Background: an optimization exercise with open tools, aiming at small area. Do not read the settings as production practice. For this run, only the layout was checked, not whether the RTL still works. Power and IR drop assume default switching activity.

### flow/config.mk
export PLATFORM = sky130hd
export DESIGN_NAME = todoPID
export DESIGN_NICKNAME = todoPID
export VERILOG_FILES = /design/flow/design.v
export SDC_FILE = /design/flow/constraint.sdc
export NUM_CORES = 4
export LEC_CHECK = 0
export CAP_MARGIN = 20
export CORE_MARGIN = 2
export CORE_UTILIZATION = 40
export SLEW_MARGIN = 20
### flow/constraint.sdc
create_clock -name core_clock -period 10.0 [get_ports {clk}]
set_input_delay 2.0000 -clock core_clock [delete_from_list [all_inputs] [get_ports {clk}]]
set_output_delay 2.0000 -clock core_clock [all_outputs]
set_load 0.01 [all_outputs]
### flow/design.v
`timescale 1ns / 1ps
module rca #(parameter N = 8) (a, b, ci, s);
input [N-1:0] a, b;
input ci;
output [N-1:0] s;
wire [N:0] c;
assign c[0] = ci;
genvar i;
generate for (i = 0; i < N; i = i + 1) begin : fa
  assign s[i] = a[i] ^ b[i] ^ c[i];
  assign c[i+1] = (a[i] & b[i]) | (c[i] & (a[i] ^ b[i]));
end endgenerate
endmodule
`timescale 1ns / 1ps
module todoPID(clk,rst,yactual,referencia,ena2,PWMin);
input clk,rst;
input [8:0]yactual,referencia;
output reg ena2;
output reg [17:0]PWMin;
reg [5:0]  L;
reg [8:0]  H;
reg [17:0] J;       
reg [8:0]  yp;      
wire w = ena2;
wire k8  = ~w & L[3] & ~L[2] & ~L[1] & ~L[0];
wire k12 = ~w & L[3] &  L[2] & ~L[1] & ~L[0];
wire k13 = ~w & L[3] &  L[2] & ~L[1] &  L[0];
wire k16 = ~w & L[4] & ~L[1] & ~L[0];
wire k18 = ~w & L[4] &  L[1];
wire last = w & H[8] & H[7] & H[2] & H[1] & L[5] & L[3] & L[0];  
wire [5:0] Ln;
rca #(6) incl(L, 6'd0, 1'b1, Ln);
wire [8:0] Hn;
rca #(9) inch(H, 9'd0, w & (&L), Hn);
wire [8:0] e;
rca #(9) sub_e(referencia & {9{k8}}, ~yactual & {9{k8}}, k8, e);
wire [11:0] e7;
rca #(12) mul7({e[8],e,3'b0}, ~{{3{e[8]}},e}, 1'b1, e7);
wire [17:0] je;
rca #(18) add_j(J, {{6{e7[11]}},e7}, 1'b0, je);
wire [8:0] nd;
rca #(9) sub_d(~yactual & {9{k12}}, yp, 1'b0, nd);
wire [16:0] Jh = J[17:1];
wire [16:0] pwh;
wire rs1 = Jh[0] ^ H[0] ^ yp[0];
wire rc1 = (Jh[0] & H[0]) | (yp[0] & (Jh[0] ^ H[0]));
wire rs2 = Jh[1] ^ H[1] ^ yp[0];
wire rc2 = (Jh[1] & H[1]) | (yp[0] & (Jh[1] ^ H[1]));
wire rs3 = yp[1] ^ rc1 ^ rs2;
wire rc3 = (yp[1] & rc1) | (rs2 & (yp[1] ^ rc1));
wire rs4 = Jh[2] ^ H[2] ^ yp[1];
wire rc4 = (Jh[2] & H[2]) | (yp[1] & (Jh[2] ^ H[2]));
wire rs5 = yp[2] ^ rc2 ^ rc3;
wire rc5 = (yp[2] & rc2) | (rc3 & (yp[2] ^ rc2));
wire rs6 = rs4 ^ rs5;
wire rc6 = rs4 & rs5;
wire rs7 = Jh[3] ^ H[0] ^ H[3];
wire rc7 = (Jh[3] & H[0]) | (H[3] & (Jh[3] ^ H[0]));
wire rs8 = yp[0] ^ yp[2] ^ yp[3];
wire rc8 = (yp[0] & yp[2]) | (yp[3] & (yp[0] ^ yp[2]));
wire rs9 = rc4 ^ rc5 ^ rc6;
wire rc9 = (rc4 & rc5) | (rc6 & (rc4 ^ rc5));
wire rs10 = rs7 ^ rs8 ^ rs9;
wire rc10 = (rs7 & rs8) | (rs9 & (rs7 ^ rs8));
wire rs11 = Jh[4] ^ H[1] ^ H[4];
wire rc11 = (Jh[4] & H[1]) | (H[4] & (Jh[4] ^ H[1]));
wire rs12 = yp[1] ^ yp[3] ^ yp[4];
wire rc12 = (yp[1] & yp[3]) | (yp[4] & (yp[1] ^ yp[3]));
wire rs13 = rc7 ^ rc8 ^ rc9;
wire rc13 = (rc7 & rc8) | (rc9 & (rc7 ^ rc8));
wire rs14 = rc10 ^ rs11 ^ rs12;
wire rc14 = (rc10 & rs11) | (rs12 & (rc10 ^ rs11));
wire rs15 = rs13 ^ rs14;
wire rc15 = rs13 & rs14;
wire rs16 = Jh[5] ^ H[2] ^ H[5];
wire rc16 = (Jh[5] & H[2]) | (H[5] & (Jh[5] ^ H[2]));
wire rs17 = yp[2] ^ yp[4] ^ yp[5];
wire rc17 = (yp[2] & yp[4]) | (yp[5] & (yp[2] ^ yp[4]));
wire rs18 = rc11 ^ rc12 ^ rc13;
wire rc18 = (rc11 & rc12) | (rc13 & (rc11 ^ rc12));
wire rs19 = rc14 ^ rc15 ^ rs16;
wire rc19 = (rc14 & rc15) | (rs16 & (rc14 ^ rc15));
wire rs20 = rs17 ^ rs18 ^ rs19;
wire rc20 = (rs17 & rs18) | (rs19 & (rs17 ^ rs18));
wire rs21 = Jh[6] ^ H[3] ^ H[6];
wire rc21 = (Jh[6] & H[3]) | (H[6] & (Jh[6] ^ H[3]));
wire rs22 = yp[0] ^ yp[3] ^ yp[5];
wire rc22 = (yp[0] & yp[3]) | (yp[5] & (yp[0] ^ yp[3]));
wire rs23 = yp[6] ^ rc16 ^ rc17;
wire rc23 = (yp[6] & rc16) | (rc17 & (yp[6] ^ rc16));
wire rs24 = rc18 ^ rc19 ^ rc20;
wire rc24 = (rc18 & rc19) | (rc20 & (rc18 ^ rc19));
wire rs25 = rs21 ^ rs22 ^ rs23;
wire rc25 = (rs21 & rs22) | (rs23 & (rs21 ^ rs22));
wire rs26 = rs24 ^ rs25;
wire rc26 = rs24 & rs25;
wire rs27 = Jh[7] ^ H[4] ^ H[7];
wire rc27 = (Jh[7] & H[4]) | (H[7] & (Jh[7] ^ H[4]));
wire rs28 = yp[1] ^ yp[4] ^ yp[6];
wire rc28 = (yp[1] & yp[4]) | (yp[6] & (yp[1] ^ yp[4]));
wire rs29 = yp[7] ^ rc21 ^ rc22;
wire rc29 = (yp[7] & rc21) | (rc22 & (yp[7] ^ rc21));
wire rs30 = rc23 ^ rc24 ^ rc25;
wire rc30 = (rc23 & rc24) | (rc25 & (rc23 ^ rc24));
wire rs31 = rc26 ^ rs27 ^ rs28;
wire rc31 = (rc26 & rs27) | (rs28 & (rc26 ^ rs27));
wire rs32 = rs29 ^ rs30 ^ rs31;
wire rc32 = (rs29 & rs30) | (rs31 & (rs29 ^ rs30));
wire rs33 = Jh[8] ^ H[5] ^ H[8];
wire rc33 = (Jh[8] & H[5]) | (H[8] & (Jh[8] ^ H[5]));
wire rs34 = yp[2] ^ yp[5] ^ yp[7];
wire rc34 = (yp[2] & yp[5]) | (yp[7] & (yp[2] ^ yp[5]));
wire rs35 = yp[8] ^ rc27 ^ rc28;
wire rc35 = (yp[8] & rc27) | (rc28 & (yp[8] ^ rc27));
wire rs36 = rc29 ^ rc30 ^ rc31;
wire rc36 = (rc29 & rc30) | (rc31 & (rc29 ^ rc30));
wire rs37 = rc32 ^ rs33 ^ rs34;
wire rc37 = (rc32 & rs33) | (rs34 & (rc32 ^ rs33));
wire rs38 = rs35 ^ rs36 ^ rs37;
wire rc38 = (rs35 & rs36) | (rs37 & (rs35 ^ rs36));
wire rs39 = Jh[9] ^ H[6] ^ yp[3];
wire rc39 = (Jh[9] & H[6]) | (yp[3] & (Jh[9] ^ H[6]));
wire rs40 = yp[6] ^ yp[8] ^ rc33;
wire rc40 = (yp[6] & yp[8]) | (rc33 & (yp[6] ^ yp[8]));
wire rs41 = rc34 ^ rc35 ^ rc36;
wire rc41 = (rc34 & rc35) | (rc36 & (rc34 ^ rc35));
wire rs42 = rc37 ^ rc38 ^ rs39;
wire rc42 = (rc37 & rc38) | (rs39 & (rc37 ^ rc38));
wire rs43 = rs40 ^ rs41 ^ rs42;
wire rc43 = (rs40 & rs41) | (rs42 & (rs40 ^ rs41));
wire rs44 = Jh[10] ^ H[7] ^ yp[4];
wire rc44 = (Jh[10] & H[7]) | (yp[4] & (Jh[10] ^ H[7]));
wire rs45 = yp[7] ^ rc39 ^ rc40;
wire rc45 = (yp[7] & rc39) | (rc40 & (yp[7] ^ rc39));
wire rs46 = rc41 ^ rc42 ^ rc43;
wire rc46 = (rc41 & rc42) | (rc43 & (rc41 ^ rc42));
wire rs47 = rs44 ^ rs45 ^ rs46;
wire rc47 = (rs44 & rs45) | (rs46 & (rs44 ^ rs45));
wire rs48 = Jh[11] ^ H[8] ^ yp[5];
wire rc48 = (Jh[11] & H[8]) | (yp[5] & (Jh[11] ^ H[8]));
wire rs49 = yp[8] ^ rc44 ^ rc45;
wire rc49 = (yp[8] & rc44) | (rc45 & (yp[8] ^ rc44));
wire rs50 = rc46 ^ rc47 ^ rs48;
wire rc50 = (rc46 & rc47) | (rs48 & (rc46 ^ rc47));
wire rs51 = rs49 ^ rs50;
wire rc51 = rs49 & rs50;
wire rs52 = Jh[12] ^ yp[6] ^ rc48;
wire rc52 = (Jh[12] & yp[6]) | (rc48 & (Jh[12] ^ yp[6]));
wire rs53 = rc49 ^ rc50 ^ rc51;
wire rc53 = (rc49 & rc50) | (rc51 & (rc49 ^ rc50));
wire rs54 = rs52 ^ rs53;
wire rc54 = rs52 & rs53;
wire rs55 = Jh[13] ^ yp[7] ^ rc52;
wire rc55 = (Jh[13] & yp[7]) | (rc52 & (Jh[13] ^ yp[7]));
wire rs56 = rc53 ^ rc54 ^ rs55;
wire rc56 = (rc53 & rc54) | (rs55 & (rc53 ^ rc54));
wire rs57 = Jh[14] ^ yp[8] ^ rc55;
wire rc57 = (Jh[14] & yp[8]) | (rc55 & (Jh[14] ^ yp[8]));
wire rs58 = rc56 ^ rs57;
wire rc58 = rc56 & rs57;
wire rs59 = Jh[15] ^ rc57 ^ rc58;
wire rc59 = (Jh[15] & rc57) | (rc58 & (Jh[15] ^ rc57));
wire rs60 = Jh[16] ^ rc59;
wire rc60 = Jh[16] & rc59;
assign pwh = {rs60, rs59, rs58, rs56, rs54, rs51, rs47, rs43, rs38, rs32, rs26, rs20, rs15, rs10, rs6, rs3, rs1};
always @(posedge clk) begin
  if (rst | last) begin
    L <= 0; ena2 <= 0;
  end else begin
    L <= Ln;
    if (k18) ena2 <= 1'b1;
  end
  if (k8) H <= {yactual[8], ~yactual[7:0]};
  else if (w) H <= Hn;
  else if (L[4]) H <= 0;
  if (rst) begin
    J <= 18'd219304; yp <= 0; PWMin <= 0;
  end else begin
    J <= je;
    if (k12) yp <= {~nd[8], nd[7:0]};
    if (k13) PWMin <= {pwh, J[0]};
    if (k16) yp <= yactual;
  end
end
endmodule
### flow/flow/run.sh
#!/bin/bash
# Own layout flow: the standard synthesis; then the full adders are used in
# the polarity that needs fewer inverters (flow/fixpol.py) and the plain logic
# around them is re-mapped with ABC (flow/reabc.tcl), twice; then the standard flow's
# standard layout steps, with a clock tree without dummy loads and with buf_1
# port buffers.
set -euo pipefail
R=orfs/results/$FLOW_PLATFORM/todoPID/base
export CTS_ARGS="-sink_clustering_enable -repair_clock_nets -dont_use_dummy_load -buf_list sky130_fd_sc_hd__clkbuf_8"
export BUFFER_PORTS_ARGS="-buffer_cell sky130_fd_sc_hd__buf_1"
bash standard.sh synth > synth.log 2>&1
cp $R/1_2_yosys.v synth_standard.v
YOSYS=yosys
[ -x "$FLOW_HOME/../tools/install/yosys/bin/yosys" ] && YOSYS="$FLOW_HOME/../tools/install/yosys/bin/yosys"
export LIB="$FLOW_HOME/platforms/$FLOW_PLATFORM/lib/sky130_fd_sc_hd__tt_025C_1v80.lib"
export NETLIST="$PWD/$R/1_2_yosys.v"
export DELAY_PS=$(python3 -c "print(int(round(float('$FLOW_PERIOD_NS') * 1000)))")
export DONT_USE="$(make -s -C "$FLOW_HOME" DESIGN_CONFIG="$PWD/config.mk" WORK_HOME="$PWD/orfs" print-DONT_USE_CELLS 2>/dev/null | sed 's/^DONT_USE_CELLS[:=] *//' | tail -1)"
echo "DONT_USE: $DONT_USE" > reabc.log
for pass in 1 2; do
  python3 flow/fixpol.py "$NETLIST" >> fixpol.log 2>&1
  "$YOSYS" -c flow/reabc.tcl >> reabc.log 2>&1
done
cp $R/1_2_yosys.v synth_final.v
rm -f $R/1_synth.odb
bash standard.sh finish > layout.log 2>&1
### flow/flow/fixpol.py
#!/usr/bin/env python3
"""Push inverters through full-adder cells of a flat Yosys netlist.

A full adder is self-dual: FA(~a, ~b, ~c) = (~sum, ~cout). For each
sky130 fa cell, try using it in the other polarity (complementing its three
inputs and both outputs) and keep the change when the netlist ends up with
fewer inverter cells. The logic function of every net that existed before is
unchanged; only inverters are added or removed around the full adders.

usage: fixpol.py NETLIST.v  (rewrites the file in place)
"""
import copy, re, sys

INV = 'sky130_fd_sc_hd__inv_1'

def parse(text):
    cell_re = re.compile(r'^[ \t]*(sky130_fd_sc_hd__\w+)\s+(\S+)\s*\((.*?)\);[ \t]*\n', re.S | re.M)
    cells = {}
    order = []
    spans = []
    for m in cell_re.finditer(text):
        pins = {}
        for p, v in re.findall(r'\.(\w+)\(\s*(.*?)\s*\)', m.group(3), re.S):
            pins[p] = v.strip()
        cells[m.group(2)] = {'type': m.group(1), 'pins': pins}
        order.append(m.group(2))
        spans.append((m.start(), m.end()))
    return cells, order, spans

OUTS = ('X', 'Y', 'Q', 'Q_N', 'SUM', 'COUT', 'HI', 'LO')

def is_inv(c):
    return re.search(r'__(clk)?inv_\d+$', c['type']) is not None

class Net:
    def __init__(self, cells, fixed):
        self.cells = cells
        self.fixed = fixed
        self.n = 0
        self.rebuild()
    def rebuild(self):
        self.drv = {}
        self.lds = {}
        for name, c in self.cells.items():
            for p, v in c['pins'].items():
                if p in OUTS:
                    self.drv[v] = name
                else:
                    self.lds.setdefault(v, set()).add((name, p))
    def connect(self, cell, pin, net):
        old = self.cells[cell]['pins'].get(pin)
        if old is not None:
            if pin in OUTS:
                if self.drv.get(old) == cell:
                    del self.drv[old]
            else:
                self.lds.get(old, set()).discard((cell, pin))
        self.cells[cell]['pins'][pin] = net
        if pin in OUTS:
            self.drv[net] = cell
        else:
            self.lds.setdefault(net, set()).add((cell, pin))
    def remove(self, cell):
        for p, v in self.cells[cell]['pins'].items():
            if p in OUTS:
                if self.drv.get(v) == cell:
                    del self.drv[v]
            else:
                self.lds.get(v, set()).discard((cell, p))
        del self.cells[cell]
    def fresh(self, base):
        while True:
            self.n += 1
            name = '_fp%s%d_' % (base, self.n)
            if name not in self.drv and name not in self.lds:
                return name
    def new_inv(self, a):
        y = self.fresh('n')
        name = self.fresh('i')
        self.cells[name] = {'type': INV, 'pins': {}}
        self.connect(name, 'A', a)
        self.connect(name, 'Y', y)
        return y
    def inv_of(self, net):
        for (c, p) in self.lds.get(net, ()):
            if p == 'A' and is_inv(self.cells[c]):
                return self.cells[c]['pins']['Y']
        return None
    def move_loads(self, src, dst):
        for (c, p) in list(self.lds.get(src, ())):
            self.connect(c, p, dst)
    def flip(self, f):
        pins = self.cells[f]['pins']
        for p in ('A', 'B', 'CIN'):
            x = pins[p]
            d = self.drv.get(x)
            if d is not None and is_inv(self.cells[d]):
                self.connect(f, p, self.cells[d]['pins']['A'])
            else:
                y = self.inv_of(x) or self.new_inv(x)
                self.connect(f, p, y)
        for p in ('SUM', 'COUT'):
            o = pins[p]
            o2 = self.fresh('o')
            self.connect(f, p, o2)
            for (c, q) in list(self.lds.get(o, ())):
                if c in self.cells and q == 'A' and is_inv(self.cells[c]) \
                        and self.cells[c]['pins']['Y'] not in self.fixed:
                    t = self.cells[c]['pins']['Y']
                    self.remove(c)
                    self.move_loads(t, o2)
            if self.lds.get(o) or o in self.fixed:
                name = self.fresh('i')
                self.cells[name] = {'type': INV, 'pins': {}}
                self.connect(name, 'A', o2)
                self.connect(name, 'Y', o)
        self.cleanup()
    def cleanup(self):
        changed = True
        while changed:
            changed = False
            for name in list(self.cells):
                c = self.cells.get(name)
                if c is None or not is_inv(c):
                    continue
                y = c['pins']['Y']
                if not self.lds.get(y) and y not in self.fixed:
                    self.remove(name); changed = True; continue
                d = self.drv.get(c['pins']['A'])
                if d is not None and is_inv(self.cells[d]) and y not in self.fixed:
                    self.move_loads(y, self.cells[d]['pins']['A'])
                    self.remove(name); changed = True
    def ninv(self):
        return sum(1 for c in self.cells.values() if is_inv(c))

def main():
    path = sys.argv[1]
    text = open(path).read()
    cells, order, spans = parse(text)
    body = text[:spans[0][0]] + ''.join(
        text[spans[i][1]:spans[i + 1][0]] for i in range(len(spans) - 1)) + text[spans[-1][1]:]
    fixed = set()
    for m in re.finditer(r'^\s*(input|output|inout)\s+(\[[^\]]*\]\s*)?([^;]+);', body, re.M):
        for n in m.group(3).split(','):
            n = n.strip()
            if m.group(2):
                lo, hi = sorted(int(x) for x in re.findall(r'\d+', m.group(2)))
                fixed.update('%s[%d]' % (n, i) for i in range(lo, hi + 1))
            fixed.add(n)
    for m in re.finditer(r'^\s*assign\s+(.*?);', body, re.M | re.S):
        for tok in re.findall(r'\\\S+|[A-Za-z_][\w$]*(?:\s*\[\d+\])?', m.group(1)):
            fixed.add(re.sub(r'\s+', '', tok))
    net = Net(cells, fixed)
    before = net.ninv()
    fas = [n for n in order if re.search(r'__fa_\d+$', cells[n]['type'])]
    # carry chains: runs of full adders linked COUT -> CIN (through at most one inverter)
    def nxt(nt, f):
        o = nt.cells[f]['pins']['COUT']
        for (c, p) in nt.lds.get(o, ()):
            if p == 'CIN' and c in fas:
                return c
            if p == 'A' and is_inv(nt.cells[c]):
                for (c2, p2) in nt.lds.get(nt.cells[c]['pins']['Y'], ()):
                    if p2 == 'CIN' and c2 in fas:
                        return c2
        return None
    def chains(nt):
        succ = {f: nxt(nt, f) for f in fas}
        heads = set(fas) - set(v for v in succ.values() if v)
        out = []
        for h in heads:
            ch = [h]
            while succ[ch[-1]] and len(ch) < 64:
                ch.append(succ[ch[-1]])
            out.append(ch)
        return out
    for it in range(20):
        improved = False
        cands = [[f] for f in fas]
        for ch in chains(net):
            for i in range(len(ch)):
                for j in range(i + 2, len(ch) + 1):
                    cands.append(ch[i:j])
        for group in cands:
            if any(f not in net.cells for f in group):
                continue
            trial = copy.deepcopy(net)
            for f in group:
                trial.flip(f)
            if trial.ninv() < net.ninv():
                net = trial
                improved = True
        if not improved:
            break
    after = net.ninv()
    # write back: header/wires/assigns as they were, then every cell
    nets_new = sorted({v for c in net.cells.values() for v in c['pins'].values() if v.startswith('_fp')})
    head_end = body.index(';', body.index('module')) + 1
    decl = ''.join('  wire %s;\n' % n for n in nets_new)
    endm = body.rindex('endmodule')
    out = body[:head_end] + '\n' + decl + body[head_end:endm]
    for name, c in net.cells.items():
        pins = ',\n'.join('    .%s(%s )' % (p, v) for p, v in c['pins'].items())
        out += '  %s %s (\n%s\n  );\n' % (c['type'], name, pins)
    out += body[endm:]
    open(path, 'w').write(out)
    print('fixpol: %d full adders, inverters %d -> %d' % (len(fas), before, after))

main()
### flow/flow/reabc.tcl
# Re-map the plain logic of the synthesized netlist with ABC, keeping the
# full/half adders and the flip-flops (and so every register name) as they are.
yosys read_liberty -ignore_miss_func $::env(LIB)
yosys read_verilog $::env(NETLIST)
yosys hierarchy -top $::env(FLOW_TOP)
yosys setattr -mod -set blackbox 1 sky130_fd_sc_hd__fa_* sky130_fd_sc_hd__ha_* sky130_fd_sc_hd__df* sky130_fd_sc_hd__edf* sky130_fd_sc_hd__sdf* sky130_fd_sc_hd__conb_*
yosys flatten
yosys opt -purge
set du {}
foreach c $::env(DONT_USE) { lappend du -dont_use $c }
yosys abc -liberty $::env(LIB) {*}$du -D $::env(DELAY_PS)
yosys opt_clean -purge
yosys stat -liberty $::env(LIB)
yosys write_verilog -noattr -nohex -nodec $::env(NETLIST)
### flow/standard.sh
#!/bin/bash
# synth_recipe.tcl (not shown) runs the flow's synth.tcl, then flattens the netlist and writes it again
# the make line also repeats each setting of config.mk as NAME=value (left out here)
make -C /OpenROAD-flow-scripts/flow DESIGN_CONFIG=/design/flow/config.mk WORK_HOME=/design/flow/orfs CLKGATE_MAP_FILE= SYNTH_SCRIPT=/design/flow/synth_recipe.tcl "${@:-finish}"
==> reports/metrics.csv <==
metric,value,unit
outcome,finished with violations,
SO Faults,setup timing,
layout net count,606,
"commonest non-fill, non-tap cell in the layout",fa_1,
dpl cells,600,
initial antenna violation count,0,
cts hold-fix bufs,0,
pin count of the biggest net entering global routing,42,
grt total ovfl,0,
leakage power,0.00207,µW
switching share of power,26.5,%
sequential power share,52.0,%
"CTS clk-pin slew, worst paths",0.07,ns
Crit path top cell by count,fa_1,
pwr dens,95.9,nW/µm²
Setup WS post-layout,-0.928,ns
period utilization,109,%
Syn Nets,531,
most frequent cells in the layout,"fa_1, nand2_1, dfxtp_1",
peak supply drop,0.0000728,V
DR WL/cell,14.9,µm
Tot GR Track Use,18.1,%
P&R area growth vs syn,16.9,%
CTS tree,yes,
Final Routed Wirelength,9060,µm
clk latency of the worst-skew pair,0.36,ns
CTS root buf,clkbuf_8,
flop2flop setup slack,-0.93,ns
H-tree levels,3,
Final min period,10.93,ns
first-pass GRT wire length,15900,µm
Worst Skew,0.0248,ns
total iterations of the first detailed-routing run,4,
layout cell share with drive strength beyond 1,16.4,%
Residual DRC,0,
Worst-Margin Slew,0.833,ns
GRT busiest layer,met2,
Slew Limit Fails,0,
First DRT Iteration DRCs,85,
CP max-delay cell,fa_1,
Setup Viol. Count Final,4,
GR Util met2,31.3,%
GR Util met3,5.93,%
Comb pwr share,14.3,%
row count,38,
Non-Filler Instances,610,
Synth warnings,2,
number of global-route vias before repair,3273,
Critical Path RT,10.28,ns
crit path DAT,11.21,ns
vias,2963,
GPL Wtd Cong,0.813,
height of the chip,110,µm
fmax,91.5,MHz
die area,12100,µm²
die width,110,µm
WHS,0.455,ns
P_int,369,µW
Clock Power Share,33.7,%
ANT cells,0,
vias per cell,4.86,
Sink Count,61,
MaxCap Viol Count,0,
ANT nets after route,0,
dpl hpwl,7550,µm
initial cell density of the core,41.2,%
setup_tns,-2.69,ns
hold crit path type,flip-flop to flip-flop,
WS Path Type,flip-flop to flip-flop,
crit path max fanout,2,
Core Region,10900,µm²
Post-Syn Area,4480,µm²
PortBufs,38,
Clock Path Buffers,2,
Sw Pwr,133,µW
pre-CTS WS,-1.14,ns
crit-path max cell delay,0.55,ns
Rel. slew slack,44.4,%
syn avg cell area,11.3,µm²
RSZ-0062 raised after global routing,yes,
post-synthesis cell count,397,
I/O pin cnt,39,
endpoints failing hold,0,
total CTS buffers,9,
met1 GRT Util,21.4,%
Startpoint Class,flip-flop,
critical path capture point type,flip-flop,
routing by layer:
| layer | up-vias | part of all wire (%) | wire length (µm) |
|---|---|---|---|
| li1 | 1412 | - | - |
| met1 | 1493 | 42 | 3790 |
| met2 | 46 | 53 | 4770 |
| met3 | 12 | 3.9 | 351 |
| met4 | 0 | 1.7 | 153 |
| met5 | - | 0 | 0 |
worst paths after layout:
kind,cells after the start,startpoint,to
setup / recovery,35,yp[0],PWMin[16]
hold / removal,2,PWMin[8],PWMin[8]
setup reg to reg,35,yp[0],PWMin[16]
hold reg to reg,2,PWMin[8],PWMin[8]
what timing repair did:
item                                    4_1_cts  5_1_grt
pin swaps                                    10       10
resized for setup                             6        8
endpoints found under the setup margin        6        7
buffers inserted                              1        0
registers in the layout, summed over array words and instances, names as in the netlist:
| name | flops |
|---|---|
| L | 6 |
| ena2 | 1 |
| PWMin | 18 |
| H | 9 |
| yp | 9 |
| J | 18 |
through the flow:
stage	instance area, µm²	power, µW	util (%)
global placement	5070	335	46.5
CTS	5220	514	48.0
floorplan	4560	314	-
detailed placement	5070	337	46.5
global route	5240	536	48.1
finish	5240	502	48.1
power by group through the flow:
stage	Combinational [µW]	Sequential [µW]	Clock, µW
after detailed placement	70.6	267	0
final	72.0	261	169
after CTS	74.6	261	178
after global placement	68.2	266	0
after floorplan	49.1	265	0
after global routing	88.0	262	186
area by class of cell:
type                       instances  area, µm²
sequential                        61       1320
fill                            1025       5650
multi-input combinational        293       3110
clock buffer                       9        124
inverter                          43        174
timing repair buffer              64        339
tap                              140        175
worst max-delay path, delay by kind of cell, from the launching register on:
family	cells	cell delay, ns
buf+inv	6	0.33
compound gates	1	0.14
flops	1	0.36
fa+ha+maj	27	9.94
simple gates	1	0.06

## separate check: timing with driven ports
The results above use ideal ports. As a check the final layout listed here was re-extracted and re-timed, cells and wires unchanged. Step 1, drivers: a clkbuf_16 drives clk and a buf_2 each remaining input, both assumed. Step 2 times the ports against the registers' clock, not the clock port: input delays grow and output delays shrink by t, the midpoint of the rising clock arrivals with the driver on. Slacks: ideal / step 1 / step 2; pairs: ideal / step 1.
shift t [ns]: 0.380
setup slack, ns: -0.928 / -0.928 / -0.928
worst setup path after step 2: register to register
slew at the worst register clock pin (ns): 0.07 / 0.07
pins driven straight from the clock port: 1
For this run, drivers alone change the setup slack by 0.000 ns; drivers and shift together by 0.000 ns.
